What follows belongs to an exercise in optimizing a design on an open flow for small area, a short achievable clock period and few clock cycles; a production flow would make more cautious choices. Only simulation tests tie the RTL to the original design; equivalence was not proved. No activity file was given, so power comes from the tool's default toggle rates.

Setup of exp/quartz:
## alu16
module alu16(CK, reset, start, instruction, inputR1, inputR2, outputR, busy, done);
	input [15:0] inputR1, inputR2;
	input [2:0] instruction;
	input CK, reset, start;
	output [15:0] outputR;
	output reg busy;
	output reg done;
	reg [15:0] ra, rb, rc;
	reg        st_alu, st_mul, st_pre, st_div;
	reg        sub, osel;
	reg [3:0]  cnt;
	reg        triv;
	wire go = start & ~busy;
	function [3:0] msb;
		input [15:0] v;
		integer i;
		begin
			msb = 4'd0;
			for (i = 0; i < 16; i = i + 1)
				if (v[i]) msb = i;
		end
	endfunction
	function [3:0] nib;
		input [15:0] v;
		begin
			nib[3] = |v[15:12];
			nib[2] = |v[15:8];
			nib[1] = |v[15:4];
			nib[0] = |v;
		end
	endfunction
	wire [15:0] mq  = (~st_mul | rb[0]) ? ra : (rb[1] ? {ra[14:0], 1'b0} : 16'd0);
	wire [15:0] Q   = sub ? ~rb : mq;
	wire        m1  = (rb[1:0] == 2'b11);     
	wire        cin = sub | st_pre;
	wire [17:0] S2  = {1'b0, rc, 1'b1} + {1'b0, Q, cin};
	wire [15:0] S   = S2[16:1];
	wire        ge  = S2[17];
	wire [3:0]  pa = msb(inputR1);
	wire [3:0]  pb = msb(inputR2);
	wire        zb = (rb == 16'd0);
	wire [3:0]  na = nib(inputR1);
	wire [3:0]  nb = nib(inputR2);
	wire        t1   = (inputR2[1:0] == 2'b11);   
	wire        mul1 = t1 ? (inputR2[15:1] == 15'd0) : (inputR2[15:2] == 14'd0);  
	wire        dv0  = ((nb & ~na) != 4'd0);  
	wire        fast = ((instruction == 3'b010) & mul1) | (((instruction == 3'b011) | (instruction == 3'b100)) & dv0);
  ...
Size: roughly 810 cells after synthesis, roughly 56 I/O pins.
Settings: LEC_CHECK=0, CAP_MARGIN=20, CORE_MARGIN=2, CORE_UTILIZATION=40, SETUP_SLACK_MARGIN=4.1, SLEW_MARGIN=20; clock period 7.5 ns.
standard.sh (not shown) runs the stock make flow with config.mk's settings and CLKGATE_MAP_FILE= SYNTH_SCRIPT=/design/flow/synth_recipe.tcl, a recipe that flattens the netlist after the stock synthesis.
==> flow/flow/run.sh <==
#!/bin/bash
# Standard layout, with the port buffers built from a regular buffer cell
# instead of the delay cell the resizer picks by default.
export BUFFER_PORTS_ARGS="-buffer_cell sky130_fd_sc_hd__buf_4"
bash standard.sh > standard.log 2>&1
Testbench counts of exp/quartz, summed over its fixed seeds: cycles 20,712.
Modified inputs, exp/umber compared to exp/quartz
==> flow/flow/run.sh <==
#!/bin/bash
# Standard layout, with the port buffers built from the smallest regular
# buffer (the resizer sizes them up where timing needs it) instead of the
# delay cell the resizer picks by default.
export BUFFER_PORTS_ARGS="-buffer_cell sky130_fd_sc_hd__buf_1"
bash standard.sh > standard.log 2>&1
Results
Between exp/umber and exp/quartz, the biggest cell delay along the critical path does not differ in any meaningful way.
| fmax | exp/umber vs exp/quartz | worse |
Clock period minus worst slack was lower in exp/quartz than in exp/umber.
Higher register fraction of the total cell area was reported by exp/umber, not exp/quartz.
Min first-pass GRT wire length across exp/umber and exp/quartz: exp/quartz
When exp/umber is set beside exp/quartz, its weighted congestion at the end of routability-driven global placement turns out to be 4.5% smaller.
Diff exp/umber..exp/quartz | power | negligible
Side by side, clock group share of total power turned out higher in exp/umber than in exp/quartz.
Compared with exp/quartz, in exp/umber count of buffers not belonging to the clock network in the layout increased by 7 relative to the old numbers, combined global-route utilization of all metal layers has increased, relative max-transition margin went up by 10 points.
Changes in exp/xenon relative to exp/umber:
Settings: changing SETUP_SLACK_MARGIN from 4.1 to 4.3.
==> flow/flow/run.sh <==
#!/bin/bash
# Standard layout, with the port buffers built from a regular buffer cell
# instead of the delay cell the resizer picks by default.
export BUFFER_PORTS_ARGS="-buffer_cell sky130_fd_sc_hd__buf_4"
bash standard.sh > standard.log 2>&1
Results
exp/xenon: PASS, flow complete, no timing, DRC or antenna violations. The lower worst hold slack across all endpoints of exp/umber and exp/xenon is in exp/umber. exp/xenon vs. exp/umber: final area now sits higher, share of cell area taken by multi-input logic gates now sits lower. Higher logic gate share of total power among exp/umber and exp/xenon: exp/umber. Between exp/umber and exp/xenon, final clock period utilization by the worst path is higher for exp/umber, exp/xenon comes in under that.
Relative to exp/xenon, the following input files were edited for exp/harbor:
Settings: changing SETUP_SLACK_MARGIN from 4.3 to 4.1; changing CORE_UTILIZATION from 40 to 65; setting PLACE_DENSITY to 0.75 for the first time.
[summary]
Every run in the comparison, exp/harbor and exp/xenon, completed the flow with a clean layout. Diff exp/xenon -> exp/harbor: global routing usage on met1 higher, via count higher, first-iteration DRC count higher, total inserted antenna cells roughly the same, part of the power in combinational logic higher. Met3 track demand over resource in global routing: exp/harbor > exp/xenon. Power density over cell area (exp/harbor over exp/xenon): decrease, about 6.4%. Compared with exp/xenon, exp/harbor degrades fmax. Clock period minus worst slack in exp/harbor is 110 ps above exp/xenon. The global routing met2 resource utilization in exp/harbor sits 19 points above the value recorded for exp/xenon. Setup slack: exp/harbor less than exp/xenon.
diff inputs: exp/harbor => exp/lagoon
Settings: SETUP_SLACK_MARGIN: 4.1 -> 4.2; PLACE_DENSITY: 0.75 -> unset; CORE_UTILIZATION: 65 -> 40; CTS_BUF_LIST: unset -> sky130_fd_sc_hd__clkbuf_8.
==> flow/flow/run.sh <==
#!/bin/bash
# Standard layout, with the port buffers built from the smallest regular
# buffer (the resizer sizes them up where timing needs it) instead of the
# delay cell the resizer picks by default.
export BUFFER_PORTS_ARGS="-buffer_cell sky130_fd_sc_hd__buf_1"
bash standard.sh > standard.log 2>&1
==> run summary <==
Compared exp/lagoon vs exp/harbor, and total area of multi-input combinational cells is up in exp/lagoon.
The xor-xnor portion of the synthesized cell area of exp/harbor and that of exp/lagoon are within noise of each other.
The clock network power share of exp/lagoon falls short of that of exp/harbor by 2.4 points.
Placed wire-length estimate deteriorates in exp/lagoon relative to exp/harbor.
Summary of exp/lagoon over exp/harbor: internal power consumption went down 6.8%, count of inserted tapcells went up by 83.
Summary of the comparison: final clock period utilization by the worst path is lower in exp/lagoon, relative to exp/harbor.
The higher final hold slack of exp/lagoon and exp/harbor is in exp/harbor.
Design area grows slightly when moving from exp/harbor to exp/lagoon.
Re final critical delay including setup and external delays: exp/harbor was higher than exp/lagoon.
On count of H-tree levels built during CTS, exp/lagoon and exp/harbor are neck and neck.

-- separate check: timing with driven ports --
In the flow no input, the clock included, has a driving cell. The finished layouts below were timed again as built, in two steps. Step 1: set_driving_cell puts a clkbuf_16 on CK and a buf_2 on each other input, an assumption about the parent block. Step 2 times the ports against the registers' clock, not the clock port: input delays grow and output delays shrink by t, the midpoint of the rising clock arrivals with the driver on. Three values: ideal, step 1, step 2; two values: the first two.
run | t, ns | setup WS [ns] | hold slack, ns
exp/quartz | 0.378 | 4.185 / 4.186 / 3.824 | 0.569 / 0.569 / 0.569
exp/umber | 0.378 | 4.163 / 4.177 / 3.800 | 0.551 / 0.551 / 0.551
exp/xenon | 0.380 | 4.183 / 4.157 / 3.777 | 0.566 / 0.566 / 0.566
exp/harbor | 0.381 | 4.074 / 4.083 / 3.702 | 0.565 / 0.565 / 0.565
exp/lagoon | 0.404 | 4.246 / 4.241 / 3.837 | 0.557 / 0.557 / 0.557
After both steps every run listed still meets setup and hold. For exp/lagoon, which loses most, drivers alone change the setup slack by -0.005 ns; drivers and shift together by -0.409 ns.
